Context: an optimization exercise on an open-source flow, tuned for a short achievable clock period and few clock cycles. The choices shown serve that exercise and are no tape-out recipe. In this exercise RTL edits were held to simulation tests only and were not proved equivalent to the original.

### flow/design.v
`timescale 1ns / 1ps
module Division(
    input  [63:0] rx,
    input  [31:0] d,
    input  [33:0] d3,       
    output [63:0] rx_out
);
    wire [63:0] s [0:4];
    assign s[0] = rx;
    genvar i;
    generate
        for (i = 0; i < 4; i = i + 1) begin : step
            wire [33:0] r  = s[i][63:30];
            wire [34:0] t1 = {1'b0, r} - {3'b0, d};
            wire [34:0] t2 = {1'b0, r} - {2'b0, d, 1'b0};
            wire [34:0] t3 = {1'b0, r} - {1'b0, d3};
            assign s[i+1] = !t3[34] ? {t3[31:0], s[i][29:0], 2'b11} :
                            !t2[34] ? {t2[31:0], s[i][29:0], 2'b10} :
                            !t1[34] ? {t1[31:0], s[i][29:0], 2'b01} :
                                      {r[31:0],  s[i][29:0], 2'b00};
        end
    endgenerate
    assign rx_out = s[4];
endmodule
`timescale 1ns / 1ps
module RISCV_Top(
    input clk,
    input rst,
    output [31:0] imem_addr,
    input  [31:0] imem_rdata,
    output [31:0] dmem_addr,
    output [31:0] dmem_wdata,
    output dmem_we,
    input  [31:0] dmem_rdata,
    output reg RegWriteW,
    output reg [4:0] RDW,
    output reg [31:0] ResultW
);
    function [31:0] alu_op;
        input [31:0] x, y;
        input [2:0]  f3;
        input        sub, alt;
        reg   [31:0] sra;
        begin
            sra = $signed(x) >>> y[4:0];
            case (f3)
                3'd0: alu_op = sub ? (x - y) : (x + y);
                3'd1: alu_op = x << y[4:0];
                3'd2: alu_op = {31'b0, $signed(x) < $signed(y)};
                3'd3: alu_op = {31'b0, x < y};
                3'd4: alu_op = x ^ y;
                3'd5: alu_op = alt ? sra : (x >> y[4:0]);
                3'd6: alu_op = x | y;
                default: alu_op = x & y;
            endcase
        end
    endfunction
    reg  [9:0]  pcF, pcX;
    reg  [31:0] irX;
    reg         vX;
    reg         fX, fNeX;
    reg  [4:0]  fRs1X, fRs2X;
    reg  [9:0]  fTgtX;
    reg         lastV;
    reg  [9:0]  lastPc;
    reg  [31:0] lastIr;
    reg         mRW, mLoad, mWe, mLate;
    reg  [4:0]  mRd;
    reg  [31:0] mRes, mWdata;
    reg         mLA, mLB, mSub, mAlt;
    reg  [2:0]  mF3;
    reg  [31:0] mOpA, mOpB;
    reg         wRW, wLoad;
    reg  [4:0]  wRd;
    reg  [31:0] wRes, wLd;
    reg  [31:0] rf [1:31];
    assign imem_addr  = {20'h0, pcF, 2'b00};
    assign dmem_addr  = mRes;
    assign dmem_wdata = mWdata;
    assign dmem_we    = mWe;
    wire [31:0] wVal = wLoad ? wLd : wRes;
    wire [31:0] lateRes = alu_op(mLA ? wLd : mOpA, mLB ? wLd : mOpB, mF3, mSub, mAlt);
    wire [31:0] mVal    = mLate ? lateRes : mRes;
    wire [6:0] op  = irX[6:0];
    wire [2:0] f3  = irX[14:12];
    wire [6:0] f7  = irX[31:25];
    wire [4:0] rs1 = irX[19:15];
    wire [4:0] rs2 = irX[24:20];
    wire [4:0] rd  = irX[11:7];
    wire isR = (op == 7'b0110011);
    wire isI = (op == 7'b0010011);
    wire isL = (op == 7'b0000011);
    wire isS = (op == 7'b0100011);
    wire isB = (op == 7'b1100011);
    wire isM = isR & (f7 == 7'b0000001);
    wire isMul = isM & (f3 == 3'b000);
    wire isDiv = isM & (f3 == 3'b100);
    wire isRem = isM & (f3 == 3'b110);
    wire isDR  = isDiv | isRem;
    wire isAlu = (isR & !isM) | isI;
    wire use1 = isR | isI | isL | isS | isB;
    wire use2 = isR | isS | isB;
    wire wrX  = (isR | isI | isL) & (rd != 5'd0);
    wire [31:0] immI = {{20{irX[31]}}, irX[31:20]};
    wire [31:0] immS = {{20{irX[31]}}, irX[31:25], irX[11:7]};
    wire [31:0] immB = {{20{irX[31]}}, irX[7], irX[30:25], irX[11:8], 1'b0};
    wire fM1 = mRW & (mRd == rs1);
    wire fM2 = mRW & (mRd == rs2);
    wire fW1 = wRW & (wRd == rs1);
    wire fW2 = wRW & (wRd == rs2);
    wire [31:0] a = (rs1 == 5'd0) ? 32'h0 : fM1 ? mVal : fW1 ? wVal : rf[rs1];
    wire [31:0] b = (rs2 == 5'd0) ? 32'h0 : fM2 ? mVal : fW2 ? wVal : rf[rs2];
    wire depM1  = use1 & fM1;
    wire depM2  = use2 & fM2;
    wire depL   = vX & mLoad & (depM1 | depM2);
    wire goLate = depL & isAlu;
    wire stallLU = (depL & !isAlu) | (vX & mLate & isDR & (depM1 | depM2));
    wire [31:0] bo   = isR ? b : immI;
    wire        sub  = isR & f7[5];
    wire [31:0] alu  = alu_op(a, bo, f3, sub, f7[5]);
    wire [31:0] prod = a * b;
    reg         dBusy;
    reg  [1:0]  dCnt;       
    reg  [63:0] dRx;
    reg  [31:0] dD;
    reg  [33:0] dD3;
    reg         dNegQ, dNegR;
    wire        sa = a[31], sb = b[31];
    wire [31:0] ax = sa ? -a : a;
    wire [31:0] bx = sb ? -b : b;
    wire        bz = (b == 32'h0);
    wire lt8  = (ax[31:8]  < bx);
    wire lt16 = (ax[31:16] < bx);
    wire lt24 = (ax[31:24] < bx);
    wire [1:0]  g0 = lt8 ? 2'd0 : lt16 ? 2'd1 : lt24 ? 2'd2 : 2'd3;
    wire [63:0] rx0 = lt8  ? {8'b0, ax, 24'b0}  :
                      lt16 ? {16'b0, ax, 16'b0} :
                      lt24 ? {24'b0, ax, 8'b0}  : {32'b0, ax};
    wire [63:0] rxIn = dBusy ? dRx : rx0;
    wire [31:0] dIn  = dBusy ? dD : bx;
    wire [33:0] bx3  = {2'b0, bx} + {1'b0, bx, 1'b0};
    wire [33:0] d3In = dBusy ? dD3 : bx3;
    wire [63:0] rxOut;
    Division DIV(.rx(rxIn), .d(dIn), .d3(d3In), .rx_out(rxOut));
    wire        negQ = dBusy ? dNegQ : (sa ^ sb);
    wire        negR = dBusy ? dNegR : sa;
    wire        last = dBusy ? (dCnt == 2'd0) : (g0 == 2'd0);
    wire [31:0] qv   = negQ ? -rxOut[31:0] : rxOut[31:0];
    wire [31:0] rv   = negR ? -rxOut[63:32] : rxOut[63:32];
    wire [31:0] dres = (!dBusy & bz) ? 32'h0 : (isRem ? rv : qv);
    wire divHold = vX & isDR & !stallLU & !(bz & !dBusy) & !last;
    wire        eq     = (a == b);
    wire        taken  = isB & (eq ^ f3[0]);
    wire [9:0]  pcPlus = pcX + 10'd1;
    wire [9:0]  target = pcX + immB[11:2];
    function [32:0] fold_val;    
        input [4:0] r;
        begin
            if (r == 5'd0)                 fold_val = {1'b0, 32'h0};
            else if (wrX & (rd == r))      fold_val = {!isAlu | goLate, alu};
            else if (mRW & (mRd == r))     fold_val = {mLoad, mVal};
            else if (wRW & (wRd == r))     fold_val = {1'b0, wVal};
            else                           fold_val = {1'b0, rf[r]};
        end
    endfunction
    wire [32:0] fv1 = fold_val(fRs1X);
    wire [32:0] fv2 = fold_val(fRs2X);
    wire        fBad = fv1[32] | fv2[32];
    wire        fTaken = (fv1[31:0] == fv2[31:0]) ^ fNeX;
    wire [9:0]  pcPlus2 = pcX + 10'd2;
    wire [9:0]  nextF  = fBad ? pcPlus : fTaken ? fTgtX : pcPlus2;
    wire [9:0]  nextX  = fX ? nextF : taken ? target : pcPlus;
    wire stallX  = stallLU | divHold;
    wire goX     = vX & !stallX;
    wire mispred = goX & (nextX != pcF);
    reg  [15:0] bV;
    reg  [5:0]  bTag [0:15];
    reg  [9:0]  bTgt [0:15];
    reg  [4:0]  bRs1 [0:15];
    reg  [4:0]  bRs2 [0:15];
    reg  [15:0] bNe, bT, bPOK;
    reg  [31:0] bPrev [0:15];
    wire [3:0]  fIdx = pcF[3:0];
    wire [3:0]  xIdx = pcX[3:0];
    wire        bHit = bV[fIdx] & (bTag[fIdx] == pcF[9:4]);
    wire        xAluOut = vX & wrX & isAlu & !goLate;
    function [32:0] early_val;
        input [4:0] r;
        begin
            if (r == 5'd0)                    early_val = {1'b1, 32'h0};
            else if (vX & wrX & (rd == r))    early_val = {xAluOut, alu};
            else if (mRW & (mRd == r))        early_val = {!mLoad, mVal};
            else if (wRW & (wRd == r))        early_val = {1'b1, wVal};
            else                              early_val = {1'b1, rf[r]};
        end
    endfunction
    wire [32:0] e1 = early_val(bRs1[fIdx]);
    wire [32:0] e2 = early_val(bRs2[fIdx]);
    wire        eKnown = e1[32] & e2[32];
    wire        eTaken = (e1[31:0] == e2[31:0]) ^ bNe[fIdx];
    wire        pTaken = bHit & (eKnown ? eTaken : bT[fIdx]);
    wire [9:0]  pcF1  = pcF + 10'd1;
    wire [3:0]  gIdx  = pcF1[3:0];
    wire        gHit  = bV[gIdx] & bPOK[gIdx] & (bTag[gIdx] == pcF1[9:4]);
    wire [31:0] pI    = bPrev[gIdx];           
    wire [6:0]  pOp   = pI[6:0];
    wire [4:0]  pRd   = pI[11:7];
    wire        pR    = (pOp == 7'b0110011);
    wire        pI_   = (pOp == 7'b0010011);
    wire        pL    = (pOp == 7'b0000011);
    wire        pS    = (pOp == 7'b0100011);
    wire        pM    = pR & (pI[31:25] == 7'b0000001);
    wire        pAlu  = (pR & !pM) | pI_;
    wire        pWr   = (pR | pI_ | pL) & (pRd != 5'd0);
    wire        pOk   = pR | pI_ | pL | pS;    
    wire [32:0] p1    = early_val(pI[19:15]);
    wire [32:0] p2    = early_val(pI[24:20]);
    wire [31:0] pRes  = alu_op(p1[31:0], pR ? p2[31:0] : {{20{pI[31]}}, pI[31:20]},
                               pI[14:12], pR & pI[30], pI[30]);
    wire        pKnown = pAlu & p1[32] & (p2[32] | !pR);
    wire [4:0]  gRs1  = bRs1[gIdx];
    wire [4:0]  gRs2  = bRs2[gIdx];
    wire [32:0] g1e   = early_val(gRs1);
    wire [32:0] g2e   = early_val(gRs2);
    wire        g1I   = pWr & (pRd == gRs1);
    wire        g2I   = pWr & (pRd == gRs2);
    wire [31:0] g1    = g1I ? pRes : g1e[31:0];
    wire [31:0] g2    = g2I ? pRes : g2e[31:0];
    wire        gKnown = (g1I ? pKnown : g1e[32]) & (g2I ? pKnown : g2e[32]);
    wire        gTaken = (g1 == g2) ^ bNe[gIdx];
    wire        fold   = !bHit & gHit & pOk & gKnown;
    wire [9:0]  predF  = fold ? (gTaken ? bTgt[gIdx] : pcF + 10'd2) :
                         pTaken ? bTgt[fIdx] : pcF1;
    always @(posedge clk or posedge rst) begin
        if (rst) begin
            bV <= 16'h0;
        end else if (goX & isB) begin
            bV[xIdx] <= 1'b1;
        end
    end
    always @(posedge clk) begin
        if (goX & isB) begin
            bTag[xIdx] <= pcX[9:4];
            bTgt[xIdx] <= target;
            bRs1[xIdx] <= rs1;
            bRs2[xIdx] <= rs2;
            bNe[xIdx]  <= f3[0];
            bT[xIdx]   <= taken;
            bPOK[xIdx] <= lastV & (lastPc == pcX - 10'd1);
            bPrev[xIdx] <= lastIr;
        end
    end
    always @(posedge clk or posedge rst) begin
        if (rst) begin
            pcF <= 10'h0;
            vX  <= 1'b0;
            fX  <= 1'b0;
            lastV <= 1'b0;
        end else begin
            if (!stallX) begin
                if (mispred) begin
                    pcF <= nextX;
                    vX  <= 1'b0;
                    fX  <= 1'b0;
                end else begin
                    pcF <= predF;
                    vX  <= 1'b1;
                    fX  <= fold;
                end
            end
            if (goX) lastV <= 1'b1;
        end
    end
    always @(posedge clk) begin
        if (!stallX & !mispred) begin
            irX <= imem_rdata;
            pcX <= pcF;
            fNeX  <= bNe[gIdx];
            fRs1X <= gRs1;
            fRs2X <= gRs2;
            fTgtX <= bTgt[gIdx];
        end
    end
    always @(posedge clk) begin
        if (goX) begin
            lastPc <= pcX;
            lastIr <= irX;
        end
    end
    always @(posedge clk or posedge rst) begin
        if (rst) begin
            dBusy <= 1'b0;
        end else begin
            dBusy <= divHold;
        end
    end
    always @(posedge clk) begin
        if (divHold) begin
            dRx   <= rxOut;
            dD    <= dIn;
            dD3   <= d3In;
            dNegQ <= negQ;
            dNegR <= negR;
            dCnt  <= dBusy ? dCnt - 2'd1 : g0 - 2'd1;
        end
    end
    wire [31:0] addr = a + (isS ? immS : immI);
    wire [31:0] resX = (isL | isS) ? addr : isMul ? prod : isDR ? dres : alu;
    always @(posedge clk or posedge rst) begin
        if (rst) begin
            mRW   <= 1'b0;
            mLoad <= 1'b0;
            mWe   <= 1'b0;
            mLate <= 1'b0;
        end else begin
            mRW   <= goX & wrX;
            mLoad <= goX & isL;
            mWe   <= goX & isS;
            mLate <= goX & goLate;
        end
    end
    always @(posedge clk) begin
        mRd    <= rd;
        mRes   <= resX;
        mWdata <= b;
        mOpA   <= a;
        mOpB   <= bo;
        mLA    <= depM1;
        mLB    <= isR & fM2;
        mF3    <= f3;
        mSub   <= sub;
        mAlt   <= f7[5];
    end
    always @(posedge clk or posedge rst) begin
        if (rst) wRW <= 1'b0;
        else     wRW <= mRW;
    end
    always @(posedge clk) begin
        wLoad <= mLoad;
        wRd   <= mRd;
        wRes  <= mVal;
        wLd   <= dmem_rdata;
    end
    always @(posedge clk) begin
        if (wRW) rf[wRd] <= wVal;
    end
    always @(posedge clk or posedge rst) begin
        if (rst) RegWriteW <= 1'b0;
        else     RegWriteW <= wRW;
    end
    always @(posedge clk) begin
        RDW     <= wRd;
        ResultW <= wVal;
    end
endmodule
### flow/run.sh
#!/bin/bash
# synth_recipe.tcl (not shown) runs the flow's synth.tcl, then flattens the netlist and writes it again
# the make line also repeats each setting of config.mk as NAME=value (left out here)
make -C /OpenROAD-flow-scripts/flow DESIGN_CONFIG=/design/flow/config.mk WORK_HOME=/design/flow/orfs CLKGATE_MAP_FILE= SYNTH_SCRIPT=/design/flow/synth_recipe.tcl finish
### flow/config.mk
export PLATFORM = sky130hd
export DESIGN_NAME = RISCV_Top
export DESIGN_NICKNAME = RISCV_Top
export VERILOG_FILES = /design/flow/design.v
export SDC_FILE = /design/flow/constraint.sdc
export NUM_CORES = 4
export LEC_CHECK = 0
export CAP_MARGIN = 20
export CORE_MARGIN = 2
export CORE_UTILIZATION = 28
export PLACE_DENSITY = 0.45
export SLEW_MARGIN = 20
### flow/constraint.sdc
create_clock -name core_clock -period 200.0 [get_ports {clk}]
set_input_delay 40.0000 -clock core_clock [delete_from_list [all_inputs] [get_ports {clk}]]
set_output_delay 40.0000 -clock core_clock [all_outputs]
set_load 0.01 [all_outputs]
==> impl_metrics.ini <==
[worst_setup_path]
crit_type = register to output pin
endpoint = imem_addr[2]
worstSetupStartpoint = pcF[0]$_DFFE_PP0P_
cp_cell_sequence = clkdlybuf4s50_1
cpPeakStageDelay_ns = 0.91
path_max_fanout = 34
critical_path_depth = 1
r2r.worst_path.cells = 119
r2r-start = mLB$_DFF_P_
cp-end-kind = output pin
reg2reg_slack_ns = 163.06
critPathSlowestCell = dfrtp_4
path_buf_inv = 1
cp_data_arrival_time_ns = 2.63
crit_family = flip-flops
startpoint_type = register
worstPathRequired_ns = 160.00
r2r-end = mRes[14]$_DFF_P_

[sta]
relSlewSlack_pct = 7.835
period_needed_ns = 42.63
maxSlewViolCount = 0
fin_crit_sh_pct = 21.32
max_freq_mhz = 23.46
setup_violations = 0
hold_slack_ns = 0.5027
tightestPinTransition_ns = 1.373
rsz0062_at_grt = no
fin_worst_skew_ns = 0.1414
setup_tns_ns = 0
hold_viol = 0

[outcome]
status = finished clean

[finish]
area_growth_syn_to_layout_pct = 11.08
layout.cells.non_filler = 40510
multi_input_area_sq_um = 182000
seq_area_sq_um = 72620
drive_gt1_share_pct = 16.47
fill_cells = 99160
nets = 28710
final_area_sq_um = 299700

[clocking]
cts_root_buf = clkbuf_16
insertion_delay_ns = 1.11
hold_buffers = 0
clock_sinks = 2510
tritoncts = yes
cts_setup_buffers = 0
cts_buffers = 342
htree_levels = 5
post_cts_resized = 0
cts.path.max_buffers = 5
cts.clk_slew.worst_paths_ns = 0.06

[placement]
dp_hpwl_um = 1243000
place_area_sq_um = 288200
dp_cells = 39740
port_buffers = 178
place.gp.congestion = 1.059

[route]
vias = 266800
antenna_left = 0
vias_per_cell = 6.585
drc = 0
dr.pass1.iters = 9
wl_per_cell_um = 42.86
drt_iter0_drc = 41750
wl_um = 1736000

[floorplan]
start_util_pct = 28.08
ios = 201
core_area_sq_um = 960800
die_w_um = 985.6
die_area_sq_um = 971300
rows = 360
die_y_um = 985.6

[logic_synthesis]
synth-main-ff-cell = edfxtp_1
yosys.area_share.simple_pct = 11.97
synth_top_family_by_area = multiplexers
synth_edf_count = 2207
yosysWarnings = 2
synth_fa_ha_area_share_pct = 7.659
yosysSeqAreaShare_pct = 26.88
yosysTopAreaCellShare_pct = 24.57
synth_xor_area_share_pct = 2.662
ys_ff_latch = 2510
syn_inst = 28350
muxShareOfSynthArea_pct = 23.26
netlist_area_sq_um = 269800
synth_area_leaders = edfxtp_1 (25%), mux4_2 (15%), mux2i_1 (7.2%)
async_reset_ff_share_pct = 1.434
synth_area_per_cell_sq_um = 9.516
synth_top_cell_by_area = edfxtp_1
ys_types = 141
synth_compound_area_share_pct = 21.14

[grt]
grt_use_total_pct = 34.25
grt_first_pass_wirelength_um = 2291000
gr-total-overflow = 0
grt_pass1_vias = 246900
grt_max_degree = 136
antenna_found_initial = 221

[hold_path]
hold-path-cell-count = 1
hp-class = register to register

[job]
drv_cap = 0
[stage by stage]
step / utilization [%] / worst slack [ns]
after CTS: 31.12 / 157.25
after detailed placement: 30.00 / 158.37
after global placement: 29.97 / 158.38
after floorplan: - / 159.20
after global routing: 31.16 / 157.24
final: 31.19 / 157.37
[synthesized netlist by cell type, types with 458 or more instances]
cell,instances
mux4_2,1845
edfxtp_1,2207
nor2_1,1839
o21ai_0,1058
nor2b_1,1028
nand2_1,2113
nor3_1,458
clkbuf_1,1779
inv_1,1176
xnor2_1,538
ha_1,965
a21oi_1,2411
mux2i_1,1929
a211oi_1,2373
buf_1,640
[kinds of logic (layout without fill, tap and decap cells)]
family / Yosys count / count (layout)
multiplexers: 3929 / 3929
other: 1 / 175
AO/OA/AOI/OAI: 8563 / 8563
adder cells (fa/ha/maj): 1394 / 1394
buffers and inverters: 4304 / 3438
flip-flops: 2510 / 2510
AND/OR/NAND/NOR: 6832 / 6832
XOR/XNOR: 817 / 817
[layout by cell type (no fill, tap or decap), types with 267 or more instances in the layout]
| cell type | count |
|---|---|
| a21oi_1 | 2381 |
| a211oi_1 | 2328 |
| edfxtp_1 | 2207 |
| nand2_1 | 2112 |
| mux2i_1 | 1914 |
| mux4_2 | 1818 |
| nor2_1 | 1763 |
| buf_4 | 1369 |
| inv_1 | 1167 |
| o21ai_0 | 1026 |
| nor2b_1 | 1024 |
| ha_1 | 964 |
| xnor2_1 | 535 |
| fa_1 | 429 |
| nor3_1 | 421 |
| nand3_1 | 367 |
| clkbuf_16 | 345 |
| a21o_1 | 293 |
| xor2_1 | 276 |
| o211ai_1 | 267 |
[flip-flops by register name (all words and copies together), names as in the netlist, 34 cells and up, named ones only]
signal,count
rf,992
bPrev,512
bTgt,160
bTag,96
bRs1,80
bRs2,80
dRx,64
dD3,34
[metal layers]
layer  up-vias  global-route usage [%]  wire length [um]
li1     106100                       -                 -
met1    136600                   43.61            674000
met2     19360                   48.81            710100
met3      4607                   11.57            208000
met4       102                   23.49            143300
met5         -                       0               716
[worst min-delay path by stage]
stage	from	to	slack, ns
2_1_floorplan	wRd[2]$_DFF_P_	RDW[2]$_DFF_P_	0.33
3_3_place_gp	bV[14]$_DFFE_PP0P_	bV[14]$_DFFE_PP0P_	0.48
3_5_place_dp	bV[12]$_DFFE_PP0P_	bV[12]$_DFFE_PP0P_	0.49
4_1_cts	irX[15]$_DFFE_PP_	register	0.51
5_1_grt	bV[10]$_DFFE_PP0P_	bV[10]$_DFFE_PP0P_	0.52
6_report	irX[15]$_DFFE_PP_	register	0.50
[final cells by class]
type	instances	area share (%)
Sequential cell	2510	24.23
Tap cell	12850	5.366
Multi-Input combinational cell	21560	60.75
Clock inverter	192	0.6334
Antenna cell	153	0.1278
Inverter	1236	1.556
Clock buffer	410	2.982
Timing Repair Buffer	1600	4.355
Testbench counts, summed over its fixed seeds: cycles 22,525.

## re-timing with driven ports
Ports are ideal in the flow. The routed layout listed here was re-timed in OpenROAD. Step 1 assumes that a clkbuf_16 drives the clock port and a buf_2 every other input. Step 2, shift: input delay + t, output delay - t, t = (earliest + latest rising clock arrival at the registers) / 2. This alone moves slack from input paths to output paths. Three values: ideal, step 1, step 2; two values: the first two.
t, ns: 1.199
setup WS [ns]: 157.368 / 157.210 / 158.409
worst setup path after step 2: register to output
After both steps this run still meets setup and hold. The setup slack of this run moves by -0.158 ns with the drivers and by +1.041 ns with both steps.
